Background: an optimization exercise with open tools, aiming at small area, a short achievable clock period and few clock cycles per item. Do not read the settings as production practice.
RTL that was checked went through simulation tests only; none was proved equivalent to the original.

// Practica_1
module Practica_1
#(
	parameter NBits = 8,
	parameter N2Bits = NBits*2,
	parameter K = 8,	 
	parameter SW = (K <= 7) ? 15 : 16	 
)
(
	input clk,
	input reset,
	input start,
	input [NBits-1:0] multiplier,
	input [NBits-1:0] multiplicand,
	output [6:0]uni_Seg_out,
	output [6:0]dec_Seg_out,
	output [6:0]cen_Seg_out,
	output [6:0]thou_Seg_out,
	output [6:0]thou2_Seg_out,
	output [6:0]sign_Seg_out,
	output ready
);
wire [14:0] prod;
wire [SW-1:0] bcd_state;
wire minus;
Seq_Multiplier SM1 (.multiplier(multiplier), .multiplicand(multiplicand), .product(prod), .signBit(minus));
BCD_Head #(K) BH1 (.bits_in(prod), .state(bcd_state));
logic [SW-1:0] state_q;
logic ready_q;
always_ff @(posedge clk) begin
	state_q <= bcd_state;
end
always_ff @(posedge clk, negedge reset) begin
	if (!reset) ready_q <= 1'b0;
	else ready_q <= start;
end
wire [3:0] uni, dec, cen, thou, thou2;
BCD_16Bit #(K) BCD1 (.state(state_q), .uni(uni), .dec(dec), .cen(cen), .thou(thou), .thou2(thou2));
  ...
export LEC_CHECK = 0
export ABC_AREA = 1
export CAP_MARGIN = 20
export CORE_MARGIN = 2
export CORE_UTILIZATION = 40
export SLEW_MARGIN = 20
create_clock -name core_clock -period 12.0 [get_ports {clk}]
standard.sh (not shown) runs the stock make flow with config.mk's settings and CLKGATE_MAP_FILE= SYNTH_SCRIPT=/design/flow/synth_recipe.tcl, a recipe that flattens the netlist after the stock synthesis.
==> flow/flow/run.sh <==
#!/bin/bash
# The standard layout (standard.sh) with two changes:
#  - synthesis runs flow/my_synth.tcl: the standard flow's synthesis script, except that
#    ABC maps the logic with flow/abc_custom.script and extract_fa is set by
#    flow/fa_mode ("none": adders are left to ABC as plain logic);
#  - port buffers are sky130_fd_sc_hd__buf_2 cells.
# make's output goes to flow_make.log here; each tool's full log is in orfs/logs.
set -euo pipefail
bash standard.sh "SYNTH_SCRIPT=$PWD/flow/my_synth.tcl" \
  "BUFFER_PORTS_ARGS=-buffer_cell sky130_fd_sc_hd__buf_2" finish > flow_make.log 2>&1
==> flow/flow/abc_custom.script <==
strash
dch
map -D 3500
topo
stime -c
buffer -c
upsize -c
dnsize -c
==> flow/flow/fa_mode <==
none
==> flow/flow/my_synth.tcl <==
# The standard synthesis (synth_recipe.tcl) with two changes to how the
# combinational logic is mapped; registers, their names and cell types come
# from the same steps as the standard synthesis:
#  - the ABC call uses abc_custom.script (next to this file) instead of ORFS's
#    abc_area/abc_speed script;
#  - extract_fa runs with the options in fa_mode next to this file (default
#    -fa, full adders only); "none" skips it, leaving adders to ABC.
set ::custom_dir [file dirname [file normalize [info script]]]
set ::custom_abc_script [file join $::custom_dir abc_custom.script]
set ::custom_fa_mode -fa
if {[file exists [file join $::custom_dir fa_mode]]} {
  set f [open [file join $::custom_dir fa_mode]]; set ::custom_fa_mode [string trim [read $f]]; close $f
}
proc abc {args} {
  set i [lsearch -exact $args -script]
  if {$i >= 0} { lset args [expr {$i + 1}] $::custom_abc_script }
  puts "custom abc: $args"
  yosys abc {*}$args
}
proc extract_fa {args} {
  puts "custom extract_fa: $::custom_fa_mode $args"
  if {$::custom_fa_mode ne "none"} { yosys extract_fa {*}$::custom_fa_mode {*}$args }
}
proc synth {args} { yosys synth -nofsm -noshare {*}$args }
source $::env(SCRIPTS_DIR)/synth.tcl
# left out here: clear keep_hierarchy, flatten, clean up, hide names made inside functions, write 1_2_yosys.v
The first run went through all stages and came out clean.
Edit:
==> flow/flow/abc_custom.script (replaced) <==
strash
dch -f
map -D 3500
topo
stime -c
buffer -c
upsize -c
dnsize -c
Clock-buffer cell count stays the same.
Core utilization increases by 1.2 points.
Global-route usage decreases by 0.81 points.
No functional check of the RTL was part of any run of this note.

* * *

alpha:
Practica_1, a different RTL version from the one above (not shown whole).
Size in the first run: ~18 flip-flops, about 62 I/O pins, about 0.0046 mm2 of cells after synthesis.
clock: 12.0 ns
lec_check: 0
abc_area: 1
cap_margin: 20
core_margin: 2
core_utilization: 40
slew_margin: 20
==> flow/flow/abc_custom.script <==
strash
dch
map -D 3000
topo
stime -c
buffer -c
upsize -c
dnsize -c
Scripts as last shown in full above: flow/flow/run.sh, flow/flow/fa_mode, flow/flow/my_synth.tcl
Testbench counts of alpha, summed over its fixed seeds: cycles 16,000, items 8,000.
Edits applied to the flow inputs when going from alpha to beta:
-- flow/flow/abc_custom.script --
<<< alpha, line 3
map -D 3000
>>> beta, line 3
map -D 3500
## What came out
alpha was routed with more vias than beta. Overflow left after global routing: beta vs alpha identical. beta vs alpha on via density per instance: beta is the lower one.

* * *

## job 3477
Another version of the RTL of Practica_1 (not shown whole).
Size in the first run: about 820 cells after synthesis, ~18 flip-flops, about 4400 sq um of cells after synthesis.
==> flow/config.mk <==
export PLATFORM = sky130hd
export DESIGN_NAME = Practica_1
export DESIGN_NICKNAME = Practica_1
export VERILOG_FILES = /design/flow/design.v
export SDC_FILE = /design/flow/constraint.sdc
export NUM_CORES = 4
export LEC_CHECK = 0
export ABC_AREA = 1
export CAP_MARGIN = 20
export CORE_MARGIN = 2
export CORE_UTILIZATION = 40
export CTS_CLUSTER_DIAMETER = 200
export CTS_CLUSTER_SIZE = 40
export SLEW_MARGIN = 20
==> flow/constraint.sdc <==
create_clock -name core_clock -period 12.0 [get_ports {clk}]
set_input_delay 2.4000 -clock core_clock [delete_from_list [all_inputs] [get_ports {clk}]]
set_output_delay 2.4000 -clock core_clock [all_outputs]
set_load 0.01 [all_outputs]
==> flow/flow/abc_custom.script <==
strash
dch
map -D 3500
topo
stime -c
buffer -c
upsize -c
dnsize -c
Scripts as last shown in full above: flow/flow/run.sh, flow/flow/fa_mode, flow/flow/my_synth.tcl
Job 3477: no failed stages, no open violations at the end
Testbench counts of job 3477, summed over its fixed seeds: cycles 16,000, items 8,000.
Changes in job 1036 relative to job 3477:
Settings: clearing CTS_CLUSTER_SIZE, which used to be 40; clearing CTS_CLUSTER_DIAMETER, which used to be 200.
-- flow/flow/abc_custom.script --
<<< job 3477, line 3
map -D 3500
>>> job 1036, line 3
map -D 3250
Notes after the runs:
- Compared with job 3477, job 1036 shows via count of the routed design that has gone up by a few percent.
- Setup slack in job 1036 is smaller than in job 3477.
- Delta (job 1036 minus job 3477): sequential standard cell area neither gained nor lost much; average cell area after synthesis picked up an extra about 0.8%.
### job 1036 -> job 5530
Settings: putting CTS_BUF_LIST at sky130_fd_sc_hd__clkbuf_4 sky130_fd_sc_hd__clkbuf_8 where nothing was set.
-- flow/flow/abc_custom.script --
<<< job 1036, line 3
map -D 3250
>>> job 5530, line 3
map -D 3500
==> notes.md <==
Of job 1036 and job 5530, job 1036 shows the higher post-layout utilization of the core, with job 5530 below it. Job 5530 vs job 1036: number of nets in the layout down slightly. Final area in job 5530 vs job 1036: down about 1.8%.
Modified inputs, job 8726 compared to job 5530
Settings: clearing CTS_BUF_LIST, which used to be sky130_fd_sc_hd__clkbuf_4 sky130_fd_sc_hd__clkbuf_8; swapping 40 for 55 in CORE_UTILIZATION; putting PLACE_DENSITY at 0.75 where nothing was set.
[summary]
Global-route wire length before repair for job 8726 is higher than for job 5530.
Diff job 5530..job 8726 | number of instances in the synthesized netlist | unchanged
When the final numbers for job 5530 and job 8726 were put side by side, the worst setup slack turned out to be greater in job 5530.
Per the comparison of job 8726 with job 5530, register fraction of the total cell area shows no meaningful change, core footprint -28%.
Input-level comparison between job 2361 and job 8726:
Settings: removing PLACE_DENSITY (formerly 0.75); changing CORE_UTILIZATION from 55 to 40.
==> flow/run.sh (new file) <==
#!/bin/bash
# synth_recipe.tcl (not shown) runs the flow's synth.tcl, then flattens the netlist and writes it again
# the make line also repeats each setting of config.mk as NAME=value (left out here)
make -C /OpenROAD-flow-scripts/flow DESIGN_CONFIG=/design/flow/config.mk WORK_HOME=/design/flow/orfs CLKGATE_MAP_FILE= SYNTH_SCRIPT=/design/flow/synth_recipe.tcl finish
removed: flow/flow/run.sh
removed: flow/flow/abc_custom.script
removed: flow/flow/fa_mode
removed: flow/flow/my_synth.tcl
removed: flow/standard.sh
### Flow results
- Looking at post-synthesis cell area, job 2361 sits 390 sq um higher than job 8726 does.
- The final reports for job 2361 and job 8726 show count of placed standard cells including taps higher in the former.
- Job 2361 ended up with more standard cells than job 8726.
- Job 8726 vs job 2361, type of the worst setup path: reg2out vs in2reg
- Taking job 8726 as the reference, in job 2361 total number of placement rows went up 22%, core utilization of the finished layout fell by 14 points, proportion of layout cells with a drive suffix above 1 decreased 4.7 points, hold slack now larger, iteration-0 DRC count of the detailed router dropped 2.
- Per the final summary, job 2361 finished and its layout is clean on timing, DRC and antenna.
- Per the final summary, job 8726 finished and its layout is clean on timing, DRC and antenna.
- Delta (job 2361 minus job 8726): number of detailed-route iterations in the first pass -1, routed wire length went down by 200 microns.
Here is what was changed in the inputs of job 7593 compared with job 2361.
==> flow/flow/run.sh (new file) <==
#!/bin/bash
# The standard layout (standard.sh) with two changes:
#  - synthesis runs flow/my_synth.tcl: the standard flow's synthesis script, except that
#    ABC maps the logic with flow/abc_custom.script and extract_fa is set by
#    flow/fa_mode ("none": adders are left to ABC as plain logic);
#  - port buffers are sky130_fd_sc_hd__buf_2 cells.
# make's output goes to flow_make.log here; each tool's full log is in orfs/logs.
set -euo pipefail
bash standard.sh "SYNTH_SCRIPT=$PWD/flow/my_synth.tcl" \
  "BUFFER_PORTS_ARGS=-buffer_cell sky130_fd_sc_hd__buf_2" finish > flow_make.log 2>&1
==> flow/flow/abc_custom.script (new file) <==
strash
dch -f
map -D 3500
topo
stime -c
buffer -c
upsize -c
dnsize -c
==> flow/flow/fa_mode (new file) <==
none
==> flow/flow/my_synth.tcl (new file) <==
# The standard synthesis (synth_recipe.tcl) with two changes to how the
# combinational logic is mapped; registers, their names and cell types come
# from the same steps as the standard synthesis:
#  - the ABC call uses abc_custom.script (next to this file) instead of ORFS's
#    abc_area/abc_speed script;
#  - extract_fa runs with the options in fa_mode next to this file (default
#    -fa, full adders only); "none" skips it, leaving adders to ABC.
set ::custom_dir [file dirname [file normalize [info script]]]
set ::custom_abc_script [file join $::custom_dir abc_custom.script]
set ::custom_fa_mode -fa
if {[file exists [file join $::custom_dir fa_mode]]} {
  set f [open [file join $::custom_dir fa_mode]]; set ::custom_fa_mode [string trim [read $f]]; close $f
}
proc abc {args} {
  set i [lsearch -exact $args -script]
  if {$i >= 0} { lset args [expr {$i + 1}] $::custom_abc_script }
  puts "custom abc: $args"
  yosys abc {*}$args
}
proc extract_fa {args} {
  puts "custom extract_fa: $::custom_fa_mode $args"
  if {$::custom_fa_mode ne "none"} { yosys extract_fa {*}$::custom_fa_mode {*}$args }
}
proc synth {args} { yosys synth -nofsm -noshare {*}$args }
source $::env(SCRIPTS_DIR)/synth.tcl
# left out here: clear keep_hierarchy, flatten, clean up, hide names made inside functions, write 1_2_yosys.v
==> flow/standard.sh (new file) <==
#!/bin/bash
# synth_recipe.tcl (not shown) runs the flow's synth.tcl, then flattens the netlist and writes it again
# the make line also repeats each setting of config.mk as NAME=value (left out here)
make -C /OpenROAD-flow-scripts/flow DESIGN_CONFIG=/design/flow/config.mk WORK_HOME=/design/flow/orfs CLKGATE_MAP_FILE= SYNTH_SCRIPT=/design/flow/synth_recipe.tcl "${@:-finish}"
removed: flow/run.sh
Findings:
Looking at job 2361 and job 7593, the number of top-level pins is a wash.
Going from job 2361 to job 7593, fmax grows by 28%.
The area enclosed by the die boundary reported for job 7593 is smaller than that of job 2361 by 8.8%.
As of job 7593, number of global-route vias before repair had fallen by a few percent compared to job 2361.
[compare] base=job 2361 new=job 7593: aggregate routed wire length went down, number of standard-cell rows in the floorplan went down.
Compared with job 2361, in job 7593 final instance count without filler cells increased about 1.1%, first-pass GRT wire length decreased about 8%, wire length on met1 increased about 2.4%.

* * *

Setup of run 1:
Practica_1, a different RTL version from the one above (not shown whole).
For scale: roughly 750 cells after synthesis, roughly 17 flip-flops, about 62 I/O pins, about 5000 µm² of cells after synthesis.
export LEC_CHECK = 0
export ABC_AREA = 1
export CAP_MARGIN = 20
export CORE_MARGIN = 2
export CORE_UTILIZATION = 70
export CTS_BUF_LIST = sky130_fd_sc_hd__clkbuf_4
export PLACE_DENSITY = 0.8
export SLEW_MARGIN = 20
create_clock -name core_clock -period 12.0 [get_ports {clk}]
==> flow/flow/run.sh <==
#!/bin/bash
# The standard layout (standard.sh), with two changes:
#  - synthesis maps logic with flow/abc_custom.script (see flow/my_synth.tcl);
#  - port buffers are sky130_fd_sc_hd__buf_2 cells.
# make's output goes to flow_make.log here; each tool's full log is under orfs/logs.
set -euo pipefail
bash standard.sh "SYNTH_SCRIPT=$PWD/flow/my_synth.tcl" \
  "BUFFER_PORTS_ARGS=-buffer_cell sky130_fd_sc_hd__buf_2" finish > flow_make.log 2>&1
==> flow/flow/abc_custom.script <==
strash
dch
map -a
topo
stime -c
buffer -c
upsize -c
dnsize -c
==> flow/flow/my_synth.tcl <==
# The standard synthesis (synth_recipe.tcl), with one change: the ABC
# technology-mapping call uses the script named by abc_custom.script next to
# this file instead of ORFS's abc_area/abc_speed script.  Registers, their
# names and cell types come from the same steps as the standard synthesis.
set ::custom_abc_script [file join [file dirname [file normalize [info script]]] abc_custom.script]
proc abc {args} {
  set i [lsearch -exact $args -script]
  if {$i >= 0} { lset args [expr {$i + 1}] $::custom_abc_script }
  puts "custom abc: $args"
  yosys abc {*}$args
}
proc synth {args} { yosys synth -nofsm -noshare {*}$args }
source $::env(SCRIPTS_DIR)/synth.tcl
# left out here: clear keep_hierarchy, flatten, clean up, hide names made inside functions, write 1_2_yosys.v
Testbench counts of run 1, summed over its fixed seeds: cycles 16,000, items 8,000.
Inputs modified between run 1 and run 2:
# run 1
export LEC_CHECK = 0
export ABC_AREA = 1
export CAP_MARGIN = 20
export CORE_MARGIN = 2
export CORE_UTILIZATION = 70
export CTS_BUF_LIST = sky130_fd_sc_hd__clkbuf_4
export PLACE_DENSITY = 0.8
export SLEW_MARGIN = 20
create_clock -name core_clock -period 12.0 [get_ports {clk}]
# run 2
export LEC_CHECK = 0
export ABC_AREA = 1
export CAP_MARGIN = 20
export CORE_MARGIN = 2
export CORE_UTILIZATION = 40
export SETUP_SLACK_MARGIN = 5
export SLEW_MARGIN = 20
create_clock -name core_clock -period 12.0 [get_ports {clk}]
==> notes.md <==
- Cell with the biggest individual delay on the critical path = dfxtp_1: run 1; cell with the biggest individual delay on the critical path = dfxtp_2: run 2
- Compared with run 1, in run 2 die footprint went up by 71%, design area now larger, global-route met3 utilization moved down, wire length of the first global-routing pass shows an increase of 2300 µm, estimated wirelength of the detail-placed design saw a decrease.
--- input diff run 2..run 3 ---
==> flow/flow/run.sh <==
#!/bin/bash
set -euo pipefail
bash standard.sh SETUP_SLACK_MARGIN=6.5 finish > flow_make.log 2>&1
removed: flow/flow/abc_custom.script
removed: flow/flow/my_synth.tcl
### Flow results
Across run 2 and run 3, none had a timing, DRC or antenna violation.
Utilization: run 3 > run 2
Start point of the critical path = prod_q[14]: run 2; start point of the critical path = prod_q[12]: run 3
Relative to run 2, xor/xnor share of the synthesized area has gone down in run 3.
A capturing instance or port of the critical path of thou_Seg_out[6] is what run 3 shows, while dec_Seg_out[4] belongs to run 2.
## Diff of input files: run 4 against run 3
# run 3
export LEC_CHECK = 0
export ABC_AREA = 1
export CAP_MARGIN = 20
export CORE_MARGIN = 2
export CORE_UTILIZATION = 40
export SETUP_SLACK_MARGIN = 5
export SLEW_MARGIN = 20
create_clock -name core_clock -period 12.0 [get_ports {clk}]
# run 4
export LEC_CHECK = 0
export ABC_AREA = 1
export CAP_MARGIN = 20
export CORE_MARGIN = 2
export CORE_UTILIZATION = 40
export SLEW_MARGIN = 20
create_clock -name core_clock -period 12.0 [get_ports {clk}]
==> flow/flow/run.sh <==
#!/bin/bash
# The standard layout (standard.sh), with two changes:
#  - synthesis maps logic with flow/abc_custom.script (see flow/my_synth.tcl);
#  - port buffers are sky130_fd_sc_hd__buf_2 cells.
# make's output goes to flow_make.log here; each tool's full log is under orfs/logs.
set -euo pipefail
bash standard.sh "SYNTH_SCRIPT=$PWD/flow/my_synth.tcl" \
  "BUFFER_PORTS_ARGS=-buffer_cell sky130_fd_sc_hd__buf_2" finish > flow_make.log 2>&1
==> flow/flow/abc_custom.script (new file) <==
strash
dch
map -a
topo
stime -c
buffer -c
upsize -c
dnsize -c
==> flow/flow/my_synth.tcl (new file) <==
# The standard synthesis (synth_recipe.tcl), with one change: the ABC
# technology-mapping call uses the script named by abc_custom.script next to
# this file instead of ORFS's abc_area/abc_speed script.  Registers, their
# names and cell types come from the same steps as the standard synthesis.
set ::custom_abc_script [file join [file dirname [file normalize [info script]]] abc_custom.script]
proc abc {args} {
  set i [lsearch -exact $args -script]
  if {$i >= 0} { lset args [expr {$i + 1}] $::custom_abc_script }
  puts "custom abc: $args"
  yosys abc {*}$args
}
proc synth {args} { yosys synth -nofsm -noshare {*}$args }
source $::env(SCRIPTS_DIR)/synth.tcl
# left out here: clear keep_hierarchy, flatten, clean up, hide names made inside functions, write 1_2_yosys.v
Findings:
Clock buffer count from CTS essentially unchanged between run 4 and run 3.
Horizontal die dimension (run 4 vs. run 3) decreases by a few percent
Lower multi-input gate area in the final layout was reported by run 4, not run 3.
Setup changes, run 4 to run 5
# run 4
export LEC_CHECK = 0
export ABC_AREA = 1
export CAP_MARGIN = 20
export CORE_MARGIN = 2
export CORE_UTILIZATION = 40
export SLEW_MARGIN = 20
create_clock -name core_clock -period 12.0 [get_ports {clk}]
# run 5
export LEC_CHECK = 0
export ABC_AREA = 1
export CAP_MARGIN = 20
export CORE_MARGIN = 2
export CORE_UTILIZATION = 40
export SETUP_SLACK_MARGIN = 5
export SLEW_MARGIN = 20
create_clock -name core_clock -period 12.0 [get_ports {clk}]
==> flow/run.sh (new file) <==
#!/bin/bash
# synth_recipe.tcl (not shown) runs the flow's synth.tcl, then flattens the netlist and writes it again
# the make line also repeats each setting of config.mk as NAME=value (left out here)
make -C /OpenROAD-flow-scripts/flow DESIGN_CONFIG=/design/flow/config.mk WORK_HOME=/design/flow/orfs CLKGATE_MAP_FILE= SYNTH_SCRIPT=/design/flow/synth_recipe.tcl finish
removed: flow/flow/run.sh
removed: flow/flow/abc_custom.script
removed: flow/flow/my_synth.tcl
removed: flow/standard.sh
Results
- Run 5 vs. run 4: number of stages on the worst setup path now sits higher.
- For synthesized area, dividing the value from run 4 by the value from run 5 gives 0.868.
- Compared with run 4, run 5 ends up with more cell area.
- Run 4 vs run 5, cell with the largest stage delay on the worst path: dfxtp_1 vs dfxtp_4
- Run 5: flow completed, timing, DRC and antenna clean

port drivers added, routing unchanged:
How much do the figures lean on ideal ports? The routed layouts below were timed once more, with nothing changed but the port constraints. Step 1 assumes that a clkbuf_16 drives the clock port and a buf_2 every other input. Step 2 moves the port delays by t, midway between the first and last clock arrival at a register: inputs arrive t later, outputs are due t later. That takes back most of the time a late clock gives input paths. Three values: ideal, step 1, step 2; two values: the first two.
run	t, ns	setup WS [ns]	worst hold slack (ns)	worst slew at a driven data input, ns
the first run of note 1	0.271	5.079 / 5.052 / 5.323	1.911 / 1.904 / 2.175	0.03
the second run of note 1	0.274	5.284 / 5.253 / 5.384	1.917 / 1.906 / 2.180	0.03
alpha	0.282	5.442 / 5.409 / 5.364	1.907 / 1.894 / 2.176	0.03
beta	0.274	5.358 / 5.331 / 5.333	1.907 / 1.903 / 2.177	0.03
job 3477	0.279	5.354 / 5.325 / 5.219	1.910 / 1.903 / 2.182	0.03
job 1036	0.278	5.341 / 5.313 / 5.431	1.911 / 1.905 / 2.183	0.03
job 5530	0.279	5.354 / 5.325 / 5.219	1.910 / 1.903 / 2.182	0.03
job 8726	0.279	5.136 / 5.110 / 5.126	1.902 / 1.899 / 2.178	0.03
job 2361	0.276	3.688 / 3.693 / 3.418	2.293 / 2.293 / 2.568	0.03
job 7593	0.286	5.515 / 5.485 / 5.298	1.907 / 1.899 / 2.185	0.03
run 1	0.324	4.112 / 4.087 / 4.411	1.856 / 1.854 / 2.178	0.03
run 2	0.284	4.393 / 4.357 / 4.641	1.914 / 1.898 / 2.182	0.05
run 3	0.283	5.151 / 5.118 / 5.369	2.285 / 2.279 / 2.562	0.12
run 4	0.279	4.307 / 4.274 / 4.517	1.918 / 1.905 / 2.184	0.03
run 5	0.289	5.225 / 5.191 / 4.971	2.281 / 2.268 / 2.557	0.04
After both steps setup and hold are still met in every run listed. For job 2361, which loses most, drivers alone change the setup slack by +0.005 ns; drivers and shift together by -0.270 ns.
